This design comes from an exercise in tuning for small area on the open sky130 flow, not from production work. In this exercise RTL edits were held to simulation tests only and were not proved equivalent to the original. No activity file was given, so power comes from the tool's default toggle rates.

<file path="design/flow/design.v">
`timescale 1ns / 1ps
module clock(clk, reset, freq, clk_en);
	input clk;
	input reset;
	input [31:0] freq;
	output clk_en;
	reg clk_temp;
	reg [26:0] counter;
	wire [26:0]	cycles;
	assign clk_en = clk_temp;
	assign cycles = (100000000 / freq) - 1;
	always @ (posedge clk) begin
		if (reset) begin
			counter <= 0;
			clk_temp <= 0;
		end
		else begin
		counter <= counter + 1;
		if (counter == cycles) begin
			clk_temp <= 1;
			counter <= 0;
		end
		else
			clk_temp <= 0;
		end
	end
endmodule
`timescale 1ns / 1ps
module hvsync_generator(clk, reset, en, vga_h_sync, vga_v_sync, inDisplayArea, CounterX, CounterY);
input clk;
input reset;
input en;
output vga_h_sync, vga_v_sync;
output reg inDisplayArea;
output [9:0] CounterX;
output [9:0] CounterY;
reg [9:0] CountX;
reg [9:0] CountY;
assign CounterX = PixelX;
assign CounterY = PixelY;
reg [9:0] PixelX;
reg [9:0] PixelY;
parameter CountXmaxed = 799;  
parameter CountYmaxed = 524;  
parameter hpulse = 96; 	 
parameter vpulse = 2; 	 
parameter hbp = 144; 	 
parameter hfp = 784; 	 
parameter vbp = 35; 		 
parameter vfp = 515; 	 
always @(posedge clk)
	if (reset) begin
		CountX <= 0;
		CountY <= 0;
	end
	else if (en)
	if(CountX < CountXmaxed)
		CountX <= CountX + 1;
	else 	
	begin
		CountX <= 0;
		if (CountY < CountYmaxed)
			CountY <= CountY + 1;
		else
			CountY <= 0;
	end
assign vga_h_sync = (CountX < hpulse) ? 0:1;
assign vga_v_sync = (CountY < vpulse) ? 0:1;
always @(posedge clk)
	if (reset) begin
		inDisplayArea <= 0;
		PixelX <= 0;
		PixelY <= 0;
	end
	else if (en)
	if(CountX >= hbp && CountX < hfp && CountY >= vbp && CountY < vfp) begin
		inDisplayArea <= 1;
		PixelX <= CountX - hbp;
		PixelY <= CountY - vbp;
	end
	else begin
		inDisplayArea <= 0;
		PixelX <= 0;
		PixelY <= 0;
	end
endmodule
`timescale 1ns / 1ps
module pieces(encoding, PixelX, PixelY, display);
	input [41:0] encoding;
	input [9:0] PixelX;
	input [9:0] PixelY;
	output display;
	reg [5:0] coordinate;
	always @* begin
		coordinate <= ((PixelX-145) / 50) + 7 * ((PixelY-90) / 50);
	end
	assign display = encoding[coordinate];
endmodule
`timescale 1ns / 1ps
module finish(encoding, pos, done);
	input [41:0] encoding;
	input [5:0] pos;
	output reg done;
	always @* begin
		if (encoding[pos+1] && encoding[pos+2] && encoding[pos+3] && (pos%7 < 4))
			done <= 1;
		else if (encoding[pos-1] && encoding[pos+1] && encoding[pos+2] && (pos%7 < 5) && (pos%7 > 0))
			done <= 1;
		else if (encoding[pos-2] && encoding[pos-1] && encoding[pos+1] && (pos%7 < 6) && (pos%7 > 1))
			done <= 1;
		else if (encoding[pos-3] && encoding[pos-2] && encoding[pos-1] && (pos%7 > 2))
			done <= 1;
		else if (encoding[pos+7] && encoding[pos+14] && encoding[pos+21] && (pos < 21))
			done <= 1;
		else if (encoding[pos+8] && encoding[pos+16] && encoding[pos+24] && (pos%7 < 4) && (pos < 21))
			done <= 1;
		else if (encoding[pos-8] && encoding[pos+8] && encoding[pos+16] && (pos%7 < 5) && (pos%7 > 0) && (pos < 28) && (pos > 6))
			done <= 1;
		else if (encoding[pos-16] && encoding[pos-8] && encoding[pos+8] && (pos%7 < 6) && (pos%7 > 1) && (pos < 35) && (pos > 13))
			done <= 1;
		else if (encoding[pos-24] && encoding[pos-16] && encoding[pos-8] && (pos%7 > 2) && (pos > 20))
			done <= 1;
		else if (encoding[pos+6] && encoding[pos+12] && encoding[pos+18] && (pos%7 > 2) && (pos < 21))
			done <= 1;
		else if (encoding[pos-6] && encoding[pos+6] && encoding[pos+12] && (pos%7 > 1) && (pos%7 < 6) && (pos < 28) && (pos > 6))
			done <= 1;
		else if (encoding[pos-12] && encoding[pos-6] && encoding[pos+6] && (pos%7 > 0) && (pos%7 < 5) && (pos < 35) && (pos > 13))
			done <= 1;
		else if (encoding[pos-18] && encoding[pos-12] && encoding[pos-6] && (pos%7 < 4) && (pos > 20))
			done <= 1;
		else 
			done <= 0;
	end
endmodule
`timescale 1ns / 1ps
module vga(clk, rst, reset, btnL, btnR, btnD, vga_h_sync, vga_v_sync, vga_R, vga_G, vga_B);
	input clk, rst, reset, btnL, btnR, btnD;
	output vga_h_sync, vga_v_sync;
	output [2:0] vga_R;
	output [2:0] vga_G;
	output [1:0] vga_B;
	wire inDisplayArea;
	wire [9:0] PixelX;
	wire [9:0] PixelY;
	wire clk_px;
	wire rDisplay, yDisplay, rFinish, yFinish;
	clock clkpx (.clk(clk), .reset(rst), .freq(25000000), .clk_en(clk_px));
	hvsync_generator syncgen(.clk(clk), .reset(rst), .en(clk_px), .vga_h_sync(vga_h_sync), .vga_v_sync(vga_v_sync), 
	.inDisplayArea(inDisplayArea), .CounterX(PixelX), .CounterY(PixelY));
	reg [41:0] red;
	reg [41:0] ylw;
	reg [3:0] col;
	reg [2:0] columnA;
	reg [2:0] columnB;
	reg [2:0] columnC;
	reg [2:0] columnD;
	reg [2:0] columnE;
	reg [2:0] columnF;
	reg [2:0] columnG;
	reg player;
	reg [5:0] coordinate;
	reg [5:0] prev_coordinate;
	reg [2:0] height;
	reg winner;
	reg rw;
	reg yw;
	pieces redpieces (.encoding(red_q), .PixelX(PixelX), .PixelY(PixelY), .display(rDisplay));
	pieces ylwpieces (.encoding(ylw_q), .PixelX(PixelX), .PixelY(PixelY), .display(yDisplay));
	finish rwins (.encoding(red_q), .pos(coordinate_q), .done(rFinish));
	finish ywins (.encoding(ylw_q), .pos(coordinate_q), .done(yFinish));
	reg [2:0] vga_R;
	reg [2:0] vga_G;
	reg [1:0] vga_B;
	always @(posedge clk) begin
		if (rst) begin
			vga_R = 3'b000;
			vga_G = 3'b000;
			vga_B = 2'b00;
		end
		else if(inDisplayArea) begin
			if (PixelX > 145 && PixelX < 495 && PixelY > 40 && PixelY < 90 &&
				(PixelX - 145 > col_q * 50) && (PixelX - 145 < (col_q+1) * 50)) begin
				if (player_q) begin
					vga_R = 3'b111;
					vga_G = 3'b000;
					vga_B = 2'b00;
				end
				else begin
					vga_R = 3'b111;
					vga_G = 3'b111;
					vga_B = 2'b00;
				end
			end
			else if (PixelX >= 145 && PixelX <= 495 && PixelY >= 90 && PixelY <= 390) begin
				if ((PixelX-45) % 50 == 0 || (PixelY-40) %50 == 0) begin
					vga_R = 3'b000;
					vga_G = 3'b000;
					vga_B = 2'b00;
				end
				else if (rDisplay) begin
					vga_R = 3'b111;
					vga_G = 3'b000;
					vga_B = 2'b00;
				end
				else if (yDisplay) begin
					vga_R = 3'b111;
					vga_G = 3'b111;
					vga_B = 2'b00;
				end
				else begin
					vga_R = 3'b000;
					vga_G = 3'b111;
					vga_B = 2'b11;
				end
			end
			else begin
				if (PixelX > 545 && PixelX < 595 && PixelY > 340 && PixelY < 390)
					if (rw_q) begin
						vga_R = 3'b111;
						vga_G = 3'b000;
						vga_B = 2'b00;
					end
					else if (yw_q) begin
						vga_R = 3'b111;
						vga_G = 3'b111;
						vga_B = 2'b00;
					end
					else begin
						vga_R = 3'b000;
						vga_G = 3'b111;
						vga_B = 2'b00;
					end
				else begin
					vga_R = 3'b111;
					vga_G = 3'b111;
					vga_B = 2'b11;
				end
			end
		end
		else begin
			vga_R = 3'b000;
			vga_G = 3'b000;
			vga_B = 2'b00;
		end
	end
	localparam DIV_BITS = 6;
	wire [DIV_BITS:0] clk_dv_inc;
	reg [DIV_BITS-1:0]  clk_dv;
   reg         clk_en;
   reg         clk_en_d;
   assign clk_dv_inc = clk_dv + 1;
   always @ (posedge clk) begin
		if (rst) begin
			clk_dv   <= 0;
			clk_en   <= 0;
			clk_en_d <= 0;
		end
		else begin
			clk_dv   <= clk_dv_inc[DIV_BITS-1:0];
			clk_en   <= clk_dv_inc[DIV_BITS];
			clk_en_d <= clk_en;
		end
	end
	reg [3:0]   step_reset;
	reg [3:0]	step_left;
	reg [3:0]	step_right;
	reg [3:0]	step_down;
   always @ (posedge clk)
		if (rst)
		begin
			step_reset <= 4'b0;
			step_left  <= 4'b0;
			step_right <= 4'b0;
			step_down  <= 4'b0;
		end
		else if (clk_en)
		begin
			step_reset[3:0]  <= {reset, step_reset[3:1]};
			step_left[3:0]  <= {btnL, step_left[3:1]};
			step_right[3:0]  <= {btnR, step_right[3:1]};
			step_down[3:0]  <= {btnD, step_down[3:1]};
		end
	reg [41:0] red_q;
	reg [41:0] ylw_q;
	reg [3:0] col_q;
	reg player_q;
	reg [5:0] coordinate_q;
	reg rw_q;
	reg yw_q;
	always @ (posedge clk) begin
		red = red_q;
		ylw = ylw_q;
		col = col_q;
		player = player_q;
		coordinate = coordinate_q;
		rw = rw_q;
		yw = yw_q;
		if (rst) begin
			red = 42'b0000111_0000000_0000000_0000000_0000000_0000000;
			ylw = 42'b0000000_0000111_0000000_0000000_0000000_0000000;
			col = 3;
			columnA = 2;
			columnB = 2;
			columnC = 2;
			columnD = 0;
			columnE = 0;
			columnF = 0;
			columnG = 0;
			player = 1;
			winner = 0;
			coordinate = 0;
			rw = 0;
			yw = 0;
		end
		else if(~step_reset[0] & step_reset[1] & step_reset[2] & clk_en_d) begin
			red = 42'b0;
			ylw = 42'b0;
			col = 3;
			columnA = 0;
			columnB = 0;
			columnC = 0;
			columnD = 0;
			columnE = 0;
			columnF = 0;
			columnG = 0;
			player = 1;
			winner = 0;
			coordinate = 0;
			rw = 0;
			yw = 0;
		end
		else if(~step_left[0] & step_left[1] & step_left[2] & clk_en_d) begin
			if (col == 0)
				col = 0;
			else
				col = col - 1;
		end
		else if(~step_right[0] & step_right[1] & step_right[2] & clk_en_d) begin
			if (col == 6)
				col = 6;
			else
				col = col + 1;
		end
		else if(~step_down[0] & step_down[1] & step_down[2] & clk_en_d) begin
			case (col)
				0 : height = columnA;
				1 : height = columnB;
				2 : height = columnC;
				3 : height = columnD;
				4 : height = columnE;
				5 : height = columnF;
				6 : height = columnG;
				default : height = 0;
			endcase
			if (height == 6)
				;
			else begin
				coordinate = col + 7*(5-height);
				if (player) begin
					red[coordinate] = 1;
				end
				else begin
					ylw[coordinate] = 1;
				end
				player = ~player;
				case (col)
					0 : columnA = height + 1;
					1 : columnB = height + 1;
					2 : columnC = height + 1;
					3 : columnD = height + 1;
					4 : columnE = height + 1;
					5 : columnF = height + 1;
					6 : columnG = height + 1;
					default : ;
				endcase
			end
			if (~winner) 
				if(rFinish && player) begin
					rw = 1;
					winner =1;
				end
				else if (yFinish && ~player) begin
					yw = 1;
					winner =1;
				end
		end
		red_q <= red;
		ylw_q <= ylw;
		col_q <= col;
		player_q <= player;
		coordinate_q <= coordinate;
		rw_q <= rw;
		yw_q <= yw;
	end
endmodule
</file>
<file path="design/flow/run.sh">
#!/bin/bash
# synth_recipe.tcl (not shown) runs the flow's synth.tcl, then flattens the netlist and writes it again
# the make line also repeats each setting of config.mk as NAME=value (left out here)
make -C /OpenROAD-flow-scripts/flow DESIGN_CONFIG=/design/flow/config.mk WORK_HOME=/design/flow/orfs CLKGATE_MAP_FILE= SYNTH_SCRIPT=/design/flow/synth_recipe.tcl finish
</file>
<file path="design/flow/config.mk">
export PLATFORM = sky130hd
export DESIGN_NAME = vga
export DESIGN_NICKNAME = vga
export VERILOG_FILES = /design/flow/design.v
export SDC_FILE = /design/flow/constraint.sdc
export NUM_CORES = 4
export LEC_CHECK = 0
export CAP_MARGIN = 20
export CORE_MARGIN = 2
export CORE_UTILIZATION = 40
export SLEW_MARGIN = 20
</file>
<file path="design/flow/constraint.sdc">
create_clock -name core_clock -period 10.0 [get_ports {clk}]
set_input_delay 2.0000 -clock core_clock [delete_from_list [all_inputs] [get_ports {clk}]]
set_output_delay 2.0000 -clock core_clock [all_outputs]
set_load 0.01 [all_outputs]
</file>
==> impl_metrics.env <==
export IMPL_synth_top_area_share_pct=18.6
export IMPL_multi_input_area_um2=17700
export IMPL_power_density_nw_per_um2=74.0
export IMPL_synth_seq_area_share_pct=18.6
export IMPL_crit_slowest_cell="ha_1"
export IMPL_dieArea_um2=59800
export IMPL_setup_ws_ps=691
export IMPL_status="finished clean"
export IMPL_htree_levels=1
export IMPL_final_cells=3499
export IMPL_postRouteAntennaNets=0
export IMPL_grt_max_degree=108
export IMPL_grt_pass1_wl_mm=114
export IMPL_wl_mm=71.1
export IMPL_ys_ff_latch=215
export IMPL_vias=21800
export IMPL_critical_path_required_ps=10470
export IMPL_setup_viol=0
export IMPL_nets=2870
export IMPL_ios=16
export IMPL_final_hold_viol_count=0
export IMPL_r2r_end="vga_B[0]$_SDFF_PP0_"
export IMPL_drtIter0Drc=1961
export IMPL_clock_fmax_mhz=107
export IMPL_synthesis_instances=2813
export IMPL_period_minus_slack_ps=9310
export IMPL_worstHoldStart="clk_dv[0]$_SDFF_PP0_"
export IMPL_synth_cell_types=111
export IMPL_cts_buffer_depth=3
export IMPL_std_cell_rows=88
export IMPL_clockRootBuffer="clkbuf_16"
export IMPL_critPathCaptureType="flip-flop"
export IMPL_async_flop_share_pct=0
export IMPL_initial_core_util_pct=40.2
export IMPL_worstHoldEndpoint="clk_dv[0]$_SDFF_PP0_"
export IMPL_cts_sinks=215
export IMPL_seq_area_um2=4310
export IMPL_n_antenna_cell=0
export IMPL_path_clk_slew_ps=60
export IMPL_synth_edf_count=0
export IMPL_start_kind="flip-flop"
export IMPL_core_area_um2=57500
export IMPL_placed_area_um2=23800
export IMPL_ff2ff_path_depth=29
export IMPL_ys_warn_count=5
export IMPL_critPathKind="reg2reg"
export IMPL_hold_buffers=0
export IMPL_hold_class="reg2reg"
export IMPL_skew_ps=13.6
export IMPL_power_leakage_nw=9.03
export IMPL_cts_resized=0
export IMPL_gp_congestion=0.928
export IMPL_power_frac_seq_pct=47.2
export IMPL_crit_path_max_fanout=22
export IMPL_total_power_mw=1.82
export IMPL_syn_nets=2966
export IMPL_p_int_mw=1.42
export IMPL_drive_above_1_share_pct=12.1
export IMPL_whs_path_depth=1
export IMPL_whs_ps=438
export IMPL_syn_to_final_growth_pct=6.56
export IMPL_worst_slew_pin_slew_ps=1150
export IMPL_finalMaxSlewViolations=0
export IMPL_cts_setup_buffers=0
export IMPL_antenna_found_initial=1
export IMPL_arrival_ps=9780
export IMPL_power_frac_comb_pct=1.4
export IMPL_switching_share_pct=22.1
export IMPL_drv_cap=0
export IMPL_cp_common_cell="ha_1"
export IMPL_route_detailed_drc=0
export IMPL_dpl_hpwl_mm=52.9
export IMPL_die_w_um=244
export IMPL_fillers=5758
export IMPL_reg2reg_from="syncgen.PixelY[2]$_SDFFE_PP0P_"
export IMPL_place_inst=3455
export IMPL_synth_cell_area_um2=23100
export IMPL_portBuffers=15
export IMPL_fin_crit_sh_pct=93.1
export IMPL_rsz0062_at_grt="no"
export IMPL_p_clk_share_pct=51.3
export IMPL_synth_area_per_cell_um2=8.22
export IMPL_grt_pass1_vias=20700
export IMPL_dr_pass1_iters=5
export IMPL_drt_vias_per_instance=6.23
export IMPL_grt_total_usage_pct=23.3
export IMPL_numCtsBuffers=24
export IMPL_wire_per_inst_um=20.3
export IMPL_ir_drop_mv=0.123
export IMPL_rrSetupSlack_ps=690
export IMPL_cpPeakStageDelay_ps=840
export IMPL_clk_latency_ps=550
export IMPL_cts_tree="yes"
export IMPL_fin_setup_tns_ps=0
export IMPL_fin_area_um2=24600
export IMPL_grt_overflow_total=0
export IMPL_yosysTopAreaCell="dfxtp_1"
export IMPL_ys_flop_type="dfxtp_1"
export IMPL_die_h_um=244
export IMPL_switching_power_mw=0.404
export IMPL_dpl_worst_slack_ps=792
export IMPL_synthTopCellsByArea="dfxtp_1 19%, mux4_2 13%, ha_1 7.3%, mux2i_1 5.7%, nor2_1 5.6%"
export IMPL_finish_utilization_pct=42.9
export IMPL_maxSlewHeadroom_pct=22.3
-- power by group through the flow --
stage / Clock (mW) / Sequential (mW) / Combinational (mW)
3_5_place_dp: 0 / 0.880 / 0.0253
5_1_grt: 0.988 / 0.861 / 0.0291
6_report: 0.936 / 0.861 / 0.0259
2_1_floorplan: 0 / 0.880 / 0.0186
4_1_cts: 0.960 / 0.861 / 0.0255
3_3_place_gp: 0 / 0.880 / 0.0250
-- how the worst max path moves through the flow --
| stage | start | endpoint | slack [ps] |
|---|---|---|---|
| 2_1_floorplan | syncgen.PixelY[2]$_SDFFE_PP0P_ | vga_B[0]$_SDFF_PP0_ | 1780 |
| 3_3_place_gp | syncgen.PixelY[2]$_SDFFE_PP0P_ | vga_B[0]$_SDFF_PP0_ | 1160 |
| 3_5_place_dp | syncgen.PixelY[1]$_SDFFE_PP0P_ | vga_B[0]$_SDFF_PP0_ | 790 |
| 4_1_cts | syncgen.PixelY[1]$_SDFFE_PP0P_ | vga_B[0]$_SDFF_PP0_ | 780 |
| 5_1_grt | syncgen.PixelY[2]$_SDFFE_PP0P_ | vga_B[0]$_SDFF_PP0_ | 30 |
| 6_report | syncgen.PixelY[2]$_SDFFE_PP0P_ | vga_B[0]$_SDFF_PP0_ | 690 |
-- registers in the layout, summed over array words and instances, names as in the netlist, 4 cells and up --
name,cells
clk_dv,6
clkpx.counter,27
col_q,4
coordinate_q,6
red_q,42
step_down,4
step_left,4
step_reset,4
step_right,4
syncgen.CountX,10
syncgen.CountY,10
syncgen.PixelX,10
syncgen.PixelY,10
ylw_q,42
-- worst max-delay path, delay by kind of cell, from the launching register on --
| kind | cells | cell delay, ps |
|---|---|---|
| compound gates | 11 | 3120 |
| xor+xnor | 4 | 1120 |
| fa+ha+maj | 5 | 2140 |
| buf+inv | 1 | 260 |
| flops | 1 | 620 |
| mux | 3 | 1180 |
| simple gates | 5 | 750 |
-- kinds of logic (layout without fill, tap and decap cells) --
family | Yosys count | count (layout) | share of synthesized area, %
mux | 309 | 309 | 21.0
compound gates | 748 | 748 | 21.2
fa+ha+maj | 152 | 152 | 8.56
simple gates | 966 | 966 | 19.9
xor+xnor | 153 | 153 | 5.92
flops | 215 | 215 | 18.6
buf+inv | 270 | 191 | 4.76
-- placed cells by master (no fill, tap or decap), drive strengths merged, types with 14 or more instances in the layout --
cell and instances:
clkdlybuf4s50 14, o21a 21, or3 25, buf 34, nor2b 39, mux2i 132, a31oi 35, nand2b 33
nand4 25, a211oi 33, clkbuf 30, nor2 349, o21ai 168, ha 135, o211ai 41, or2 16
nor3 63, xnor2 100, inv 98, and2 33, nand3 64, o22ai 18, a21oi 238, and3 23
o31ai 15, dfxtp 215, nand2 233, xor2 53, mux2 41, a22oi 14, mux4 136, a21o 25
-- per-layer routing --
metal	vias to the layer above	routed length [um]	GRT usage, %
li1	10200	-	-
met1	10500	30900	32.0
met2	920	32100	37.5
met3	145	5860	3.30
met4	0	2310	7.39
met5	-	0	0
-- synth_stat cells (all sizes together) (14+ instances only) --
| cell | instances |
|---|---|
| o31ai | 15 |
| inv | 98 |
| a31oi | 35 |
| nor2b | 39 |
| mux2 | 41 |
| nand2 | 233 |
| and2 | 33 |
| or3 | 25 |
| dfxtp | 215 |
| ha | 135 |
| xor2 | 53 |
| o21ai | 168 |
| nor3 | 63 |
| buf | 52 |
| mux2i | 132 |
| o22ai | 18 |
| a211oi | 33 |
| nand4 | 25 |
| a21o | 25 |
| a21oi | 238 |
| o21a | 21 |
| o211ai | 41 |
| xnor2 | 100 |
| and3 | 23 |
| nand2b | 33 |
| or2 | 16 |
| mux4 | 136 |
| nor2 | 349 |
| a22oi | 14 |
| clkbuf | 118 |
| nand3 | 64 |
-- cell type report --
type	count	area share (%)
Multi-Input combinational cell	2328	72.0
Inverter	100	1.52
Tap cell	765	3.88
Clock buffer	30	2.69
Sequential cell	215	17.5
Clock inverter	13	0.741
Timing Repair Buffer	48	1.64

-- afterwards: timing with drivers on the ports --
Ports are ideal in the flow. The routed layout listed here was re-timed in OpenROAD. Step 1 assumes that a clkbuf_16 drives the clock port and a buf_2 every other input. Step 2 moves the port delays by t, midway between the first and last clock arrival at a register: inputs arrive t later, outputs are due t later. That takes back most of the time a late clock gives input paths. a / b / c = no drivers / after step 1 / after step 2; a / b = the first two.
t, ns: 0.595
slack for setup (ns): 0.691 / 0.691 / 0.691
worst hold slack (ns): 0.438 / 0.438 / 0.438
clock arrival spread, ns: 0.013 / 0.014
worst slew at a driven data input, ns: 0.03
After both steps setup and hold are still met in this run. The setup slack of this run moves by 0.000 ns with the drivers and by 0.000 ns with both steps.
